This design comes from an exercise in tuning for small area on the open sky130 flow, not from production work.
Only simulation tests tie the RTL to the original design; equivalence was not proved.

==> flow/design.v <==
module RandomGen (
    input        clk,
    input        reset_n,    
    output reg [31:0] rnd_out
);
    reg [31:0] lfsr;
    always @(posedge clk) begin
        if (!reset_n) begin
            lfsr <= 32'hA5A5_A5A5;  
            rnd_out <= 32'hA5A5_A5A5;
        end else begin
            lfsr <= { lfsr[30:0], lfsr[31] ^ lfsr[21] ^ lfsr[1] ^ lfsr[0] };
            rnd_out <= lfsr;
        end
    end
endmodule
module GameController(
    input clk,
    input run_enable,
    input [31:0] rnd,
    input [1:0] key_edge,
    input [1:0] key_state,
    output reg [7:0] score,
    output reg [1:0] led_out,
    output reg [1:0] led_flashing_out
);
    localparam S_IDLE    = 3'd0;
    localparam S_PREPARE = 3'd1;
    localparam S_ACTIVE  = 3'd2;
    localparam S_RESULT  = 3'd3;
    reg [2:0] state;
    reg [31:0] main_counter;
    reg [31:0] active_target;
    reg [31:0] off_target;
    reg [31:0] idle_target;
    reg [22:0] flash_ctr;
    reg flash_state;
    reg [1:0] chosen_led;
	 reg [1:0] idle_off_select;
    wire any_key_edge = |key_edge;
	 localparam MIN_ACTIVE = 32'd300;    
	 localparam MAX_ACTIVE = 32'd1500;   
	 localparam OFF_0 = 32'd250;      
  	 localparam OFF_1 = 32'd500;      
	 localparam OFF_2 = 32'd1000;     
	 localparam OFF_3 = 32'd1500;     
    always @(*) begin
        active_target = (score >= 33) ? MIN_ACTIVE : MIN_ACTIVE + ((MAX_ACTIVE - MIN_ACTIVE) * (99 - score) / 99);
		  case (rnd[1:0])
			  2'b00: off_target = OFF_0;
			  2'b01: off_target = OFF_1;
			  2'b10: off_target = OFF_2;
			  2'b11: off_target = OFF_3;
		 endcase
    end
    always @(posedge clk) begin
        if (!run_enable) begin
            state <= S_IDLE;
            score <= 8'd0;
            led_out <= 2'b00;
            led_flashing_out <= 2'b00;
            main_counter <= 32'd0;
            flash_ctr <= 23'd0;
            flash_state <= 1'b0;
            chosen_led <= 2'b00;
        end 
		  else begin
            case(state)
						S_IDLE: begin
							 led_out <= 2'b00;
							 led_flashing_out <= 2'b00;
							 main_counter <= main_counter + 1;
							 if (main_counter == 0) begin
								  idle_off_select <= rnd[1:0];
							 end
							 case (idle_off_select)
								  2'b00: idle_target = OFF_0;
								  2'b01: idle_target = OFF_1;
								  2'b10: idle_target = OFF_2;
								  2'b11: idle_target = OFF_3;
							 endcase
							 if (main_counter >= idle_target) begin
								  chosen_led <= rnd[0] ? 2'b10 : 2'b01;
								  main_counter <= active_target;
								  state <= S_ACTIVE;
							 end
						end
                S_ACTIVE: begin
                    led_out <= chosen_led;
                    led_flashing_out <= chosen_led;
                    if ((chosen_led==2'b01 && key_edge[0]) || (chosen_led==2'b10 && key_edge[1])) begin
                        if (score < 99) score <= score + 1;
                        main_counter <= 0;
                        state <= S_RESULT;
                    end
                    else if (any_key_edge) begin
                        if (score > 0) score <= score - 1;
                        main_counter <= 0;
                        state <= S_RESULT;
                    end
                    else if (main_counter == 0) begin
                        if (score > 0) score <= score - 1;
                        state <= S_RESULT;
                    end else begin
                        main_counter <= main_counter - 1;
                    end
                end
                S_RESULT: begin
                    led_out <= 2'b00;
                    led_flashing_out <= 2'b00;
                    main_counter <= 0;
                    state <= S_IDLE;
                end
                default: state <= S_IDLE;
            endcase
        end
    end
endmodule
module bin2bcd(
    input  [7:0] bin,
    output reg [3:0] tens,
    output reg [3:0] ones
);
    integer i;
    reg [19:0] shift;
    always @(*) begin
        shift = 20'd0;
        shift[7:0] = bin;
        for (i=0; i<8; i=i+1) begin
            if (shift[11:8] >= 5)
                shift[11:8] = shift[11:8] + 3;
            if (shift[15:12] >= 5)
                shift[15:12] = shift[15:12] + 3;
            shift = shift << 1;
        end
        tens = shift[15:12];
        ones = shift[11:8];
    end
endmodule
module lab2 (
input wire [3:0] x,
output wire [6:0] seg
);
	wire x3 = x[3];
	wire x2 = x[2];
	wire x1 = x[1];
	wire x0 = x[0];
	wire a_on = (x1 & x2) | (x1 & ~x3) | (x3 & ~x0) | (~x0 & ~x2) | (x0 & x2 & ~x3) | (x3 & ~x1 & ~x2);
	wire b_on = (~x0 & ~x2) | (~x2 & ~x3) | (x0 & x1 & ~x3) | (x0 & x3 & ~x1) | (~x0 & ~x1 & ~x3);
	wire c_on = (x0 & ~x1) | (x0 & ~x3) | (x2 & ~x3) | (x3 & ~x2) | (~x1 & ~x3);
	wire d_on = (x3 & ~x1) | (x0 & x1 & ~x2) | (x0 & x2 & ~x1) | (x1 & x2 & ~x0) | (~x0 & ~x2 & ~x3);
	wire e_on = (x3 & (x1 | x2)) | (~x0 & (x1 | ~x2));
	wire f_on = (x1 & x3) | (x2 & ~x0) | (x3 & ~x2) | (~x0 & ~x1) | (x2 & ~x1 & ~x3);
	wire g_on = (x0 & x3) | (x1 & ~x0) | (x1 & ~x2) | (x3 & ~x2) | (x2 & ~x1 & ~x3);
	assign seg[6] = ~g_on;
	assign seg[5] = ~f_on;
	assign seg[4] = ~e_on;
	assign seg[3] = ~d_on;
	assign seg[2] = ~c_on;
	assign seg[1] = ~b_on;
	assign seg[0] = ~a_on;
endmodule
module ReactionGame(
    input        CLOCK_50,    
    input        reset,       
    input  [1:0] KEY,         
    output [9:0] LEDR,        
    output [6:0] HEX0,        
    output [6:0] HEX1         
);
    wire run_enable = ~reset;
    reg [1:0] key_s1, key_s2, key_prev;
    always @(posedge CLOCK_50) begin
        if (!run_enable) begin
            key_s1   <= 2'b00;
            key_s2   <= 2'b00;
            key_prev <= 2'b00;
        end else begin
            key_s1   <= ~KEY;       
            key_s2   <= key_s1;
            key_prev <= key_s2;
        end
    end
    wire [1:0] key_edge = key_s2 & ~key_prev;  
    wire any_key_edge = |key_edge;
    wire [1:0] key_state = key_s2;  
    wire [31:0] rnd;
    RandomGen rng (
        .clk(CLOCK_50),
        .reset_n(run_enable),  
        .rnd_out(rnd)
    );
    wire [7:0] score;
    wire [1:0] led_out;           
    wire [1:0] led_flashing_out;  
	 assign LEDR[9:2] = 8'b0;              
    GameController ctrl (
        .clk(CLOCK_50),
        .run_enable(run_enable),
        .rnd(rnd),
        .key_edge(key_edge),
        .key_state(key_state),
        .score(score),
        .led_out(led_out),
        .led_flashing_out(led_flashing_out)
    );
    assign LEDR[1:0] = run_enable ? led_flashing_out : 2'b00;
    wire [3:0] tens, ones;
    bin2bcd b2b(.bin(score), .tens(tens), .ones(ones));
    lab2 seg0(.x(ones), .seg(HEX0));
    lab2 seg1(.x(tens), .seg(HEX1));
endmodule
==> flow/run.sh <==
#!/bin/bash
# synth_recipe.tcl (not shown) runs the flow's synth.tcl, then flattens the netlist and writes it again
# the make line also repeats each setting of config.mk as NAME=value (left out here)
make -C /OpenROAD-flow-scripts/flow DESIGN_CONFIG=/design/flow/config.mk WORK_HOME=/design/flow/orfs CLKGATE_MAP_FILE= SYNTH_SCRIPT=/design/flow/synth_recipe.tcl finish
==> flow/config.mk <==
export PLATFORM = sky130hd
export DESIGN_NAME = ReactionGame
export DESIGN_NICKNAME = ReactionGame
export VERILOG_FILES = /design/flow/design.v
export SDC_FILE = /design/flow/constraint.sdc
export NUM_CORES = 4
export LEC_CHECK = 0
export CAP_MARGIN = 20
export CORE_MARGIN = 2
export CORE_UTILIZATION = 40
export SLEW_MARGIN = 20
==> flow/constraint.sdc <==
create_clock -name core_clock -period 25.0 [get_ports {CLOCK_50}]
set_input_delay 5.0000 -clock core_clock [delete_from_list [all_inputs] [get_ports {CLOCK_50}]]
set_output_delay 5.0000 -clock core_clock [all_outputs]
set_load 0.01 [all_outputs]
==> notes.md <==
worst paths after layout:
| kind | slack [ns] | startpoint | endpoint |
|---|---|---|---|
| worst max-delay path | 3.58 | ctrl.score[5]$_SDFFE_PP0P_ | ctrl.main_counter[14]$_SDFFE_PP0P_ |
| worst max register to register | 3.58 | ctrl.score[5]$_SDFFE_PP0P_ | ctrl.main_counter[14]$_SDFFE_PP0P_ |
| worst min-delay path | 0.41 | rng.lfsr[17]$_SDFF_PP0_ | rng.lfsr[18]$_SDFF_PP1_ |
| worst min register to register | 0.41 | rng.lfsr[17]$_SDFF_PP0_ | rng.lfsr[18]$_SDFF_PP1_ |
cell type report:
type	instances	area share
sequential	88	0.134
inverter	79	0.0223
clock buffer	10	0.0172
multi-input combinational	1471	0.767
clock inverter	6	0.00367
tap	402	0.0378
timing repair buffer	27	0.0182
cells by family (layout without fill, tap and decap cells):
group	Yosys count	in the layout	synth area share
multiplexers	50	50	0.0426
other	1	8	0.000296
flip-flops	88	88	0.141
AND/OR/NAND/NOR	635	635	0.252
AO/OA/AOI/OAI	572	572	0.325
XOR/XNOR	107	107	0.0767
adder cells (fa/ha/maj)	99	99	0.106
buffers and inverters	161	122	0.0562
cell usage in the layout, fill, tap and decap left out, types with 10 or more instances in the layout:
cell type / n
sky130_fd_sc_hd__mux2i_1: 33
sky130_fd_sc_hd__nor4_1: 18
sky130_fd_sc_hd__or3_1: 21
sky130_fd_sc_hd__xor2_1: 22
sky130_fd_sc_hd__a221oi_1: 10
sky130_fd_sc_hd__mux2_2: 12
sky130_fd_sc_hd__nand2_1: 121
sky130_fd_sc_hd__clkdlybuf4s50_1: 18
sky130_fd_sc_hd__o21a_1: 16
sky130_fd_sc_hd__or2_2: 25
sky130_fd_sc_hd__nand2b_1: 20
sky130_fd_sc_hd__a211oi_1: 21
sky130_fd_sc_hd__nor2_1: 173
sky130_fd_sc_hd__a22oi_1: 14
sky130_fd_sc_hd__o21ai_1: 18
sky130_fd_sc_hd__and3_1: 21
sky130_fd_sc_hd__ha_1: 83
sky130_fd_sc_hd__nand4_1: 21
sky130_fd_sc_hd__nor2b_1: 32
sky130_fd_sc_hd__a211o_1: 10
sky130_fd_sc_hd__inv_1: 76
sky130_fd_sc_hd__fa_1: 14
sky130_fd_sc_hd__o22ai_1: 18
sky130_fd_sc_hd__o31ai_1: 19
sky130_fd_sc_hd__o211ai_1: 19
sky130_fd_sc_hd__o21ai_0: 85
sky130_fd_sc_hd__a21oi_1: 114
sky130_fd_sc_hd__a31oi_1: 30
sky130_fd_sc_hd__a21o_1: 38
sky130_fd_sc_hd__and2_1: 27
sky130_fd_sc_hd__nor3_1: 62
sky130_fd_sc_hd__nand3_1: 51
sky130_fd_sc_hd__xnor2_1: 82
sky130_fd_sc_hd__dfxtp_1: 86
metal layers:
metal,global-route usage,up-vias,routed length (um)
met5,0,-,0
met4,0.0420,0,454
li1,-,6300,-
met2,0.335,298,15700
met1,0.280,5884,16700
met3,0.0152,33,1180
stage by stage:
stage | std cells | cell area (um^2)
after floorplan | 1720 | 12700
after global placement | 2066 | 13000
after detailed placement | 2066 | 13000
after CTS | 2082 | 13300
after global routing | 2083 | 13300
final | 2083 | 13300
flip-flops by register name (all words and copies together) (netlist names):
| register | flops |
|---|---|
| ctrl.chosen_led | 2 |
| ctrl.idle_off_select | 2 |
| ctrl.led_flashing_out | 2 |
| ctrl.main_counter | 32 |
| ctrl.score | 8 |
| ctrl.state | 2 |
| key_prev | 2 |
| key_s1 | 2 |
| key_s2 | 2 |
| rng.lfsr | 32 |
| rng.rnd_out | 2 |
==> impl_summary.log <==
[metrics] Cell variety after synth: 118
[metrics] CTS resizes: 0
[metrics] combined area of all synthesized cells: roughly 13,000 um^2
[metrics] Setup Slack @ Placement: roughly 3.1 ns
[metrics] CTS H-tree depth: 3
[metrics] average cell area after synthesis: roughly 7.4 um^2
[metrics] violation count after the first detailed-route iteration: 955
[metrics] setup clock skew after layout: just under 0.008 ns
[metrics] number of top-level pins: 28
[metrics] die span in x: 182 um
[metrics] Final ANT Viol Nets: 0
[metrics] Hold WC Path Type: flop to flop
[metrics] result of the run: timing/DRC/antenna clean
[metrics] core region area: around 31,000 um^2
[metrics] crit path setup slack, layout: approximately 3.6 ns
[metrics] starting utilization of the core area: 0.404
[metrics] clock tree from TritonCTS: built
[metrics] number of standard-cell rows in the floorplan: 65
[metrics] post-CTS setup repair buffer count: 0
[metrics] final-stage net count: roughly 1,800
[metrics] routed vias/inst: around 6.0
[metrics] tightest hold margin: around 0.41 ns
[metrics] worst-path fanout max: 23
[metrics] list of most frequent post-synthesis cells: 173 x sky130_fd_sc_hd__nor2_1, 121 x sky130_fd_sc_hd__nand2_1, 115 x sky130_fd_sc_hd__a21oi_1, 86 x sky130_fd_sc_hd__dfxtp_1, 85 x sky130_fd_sc_hd__o21ai_0
[metrics] number of hold buffers added after CTS: 0
[metrics] critical path class: flop to flop
[metrics] largest net degree at the start of global routing: 47
[metrics] clock root cell: sky130_fd_sc_hd__clkbuf_16
[metrics] Synth top area share: 0.136
[metrics] detailed-placement wirelength estimate: around 26,000 um
[metrics] hold violation count in the final report: 0
[metrics] footprint of the flip-flops and latches: about 1800 um^2
[metrics] Top cell by count, worst path: sky130_fd_sc_hd__ha_1
[metrics] Synth-to-Final Area Change: 5.20%
[metrics] arrival time of the worst setup path: ~22 ns
[metrics] delay-heaviest family, CP: compound AO/OA/AOI/OAI gates
[metrics] total wire length after detailed routing: ~34,000 um
[metrics] Fill cells: about 3,200
[metrics] Worst Setup End Kind: flop
[metrics] combined area of the multi-input logic cells: roughly 10,000 um^2
[metrics] depth of the worst register-to-register path: 65
[metrics] detailed-route DRC error count: 0
[metrics] library cell occupying the most area in the post-synthesis netlist: sky130_fd_sc_hd__dfxtp_1
[metrics] Yosys warning total: 4
[metrics] Worst setup SP type: flop
[metrics] CTS Buf Count: 9
[metrics] Post-Synthesis Cells: approximately 1,700
[metrics] count of state elements after synthesis: 88
[metrics] post-route clock period utilization: 0.857
[metrics] transition time at the pin with the least slew margin: ~1.1 ns
[metrics] via count of the first global-routing pass: ~11,000
[metrics] leading post-synthesis cells by cell area: sky130_fd_sc_hd__dfxtp_1 14%, sky130_fd_sc_hd__ha_1 8.2%, sky130_fd_sc_hd__xnor2_1 5.7%
[metrics] Max Freq: around 0.047 GHz
[metrics] Crit path required time: between 20 and 30 ns
[metrics] global-route wire length before repair: between 50,000 and 60,000 um
[metrics] Clk pin slew, worst setup/hold paths: roughly 0.07 ns
[metrics] clock sink count: 88
[metrics] max-cap check violation count: 0
[metrics] iteration count of the initial detailed-routing pass: 5
[metrics] top-count cell post-synth: sky130_fd_sc_hd__nor2_1
[metrics] total count of max-transition violations in the final report: 0
[metrics] sum of buffers and inverters on the critical path: 4
[metrics] shortest period the worst path allows: roughly 21 ns
[metrics] Final Util: 0.425
[metrics] number of enable flip-flop cells after synthesis: 2
[metrics] Die Footprint: between 30,000 and 40,000 um^2
[metrics] grt total ovfl: 0
[metrics] sequential element share of the synthesized area: 0.141
[metrics] relative max-transition margin: 0.276
[metrics] main flop type after synthesis: sky130_fd_sc_hd__dfxtp_1
[metrics] vias post-DR: between 10,000 and 15,000
[metrics] final weighted congestion of routability-driven global placement: 0.890
[metrics] Antenna diodes: 0
[metrics] setup_tns: 0 ns
[metrics] fraction of final layout cells with drive strength greater than 1: 0.0726
[metrics] height of the die: 182 um
[metrics] maximum clock path buffer count: 2
[metrics] initial antenna violation count: 0
[metrics] async set-or-reset flop fraction in the synthesized netlist: 0
[metrics] hold depth: 1
[metrics] clock insertion delay at the later pin of the skew report: approximately 0.35 ns
[metrics] overall track demand over capacity in global routing: 0.200
[metrics] DR WL/cell: approximately 16 um
[metrics] RSZ-0062 raised after global routing: no
[metrics] largest stage delay on the critical path: about 0.67 ns
[metrics] # port buffers: 19
[metrics] number of gates on the worst path with buffers counted: 65
[metrics] final count of negative-setup-slack endpoints: 0
[metrics] cell type of the slowest stage on the worst timing path: sky130_fd_sc_hd__a221o_1

[port drivers added, routing unchanged]
In the flow no input, the clock included, has a driving cell. The finished layout below was timed again as built, in two steps. Step 1 (the two cells are an assumption about what drives the block):
set clk [get_ports {CLOCK_50}]
set_driving_cell -lib_cell sky130_fd_sc_hd__clkbuf_16 $clk
set_driving_cell -lib_cell sky130_fd_sc_hd__buf_2 [delete_from_list [all_inputs] $clk]
Step 2 times the ports against the registers' clock, not the clock port: input delays grow and output delays shrink by t, the midpoint of the rising clock arrivals with the driver on. Three values: ideal ports, drivers, drivers and shift; two values: the first two.
shift t [ns]: 0.380
slack for setup (ns): 3.581 / 3.581 / 3.581
pins driven straight from the clock port: 1
After both steps setup and hold are still met in this run. The setup slack of this run moves by 0.000 ns with the drivers and by 0.000 ns with both steps.
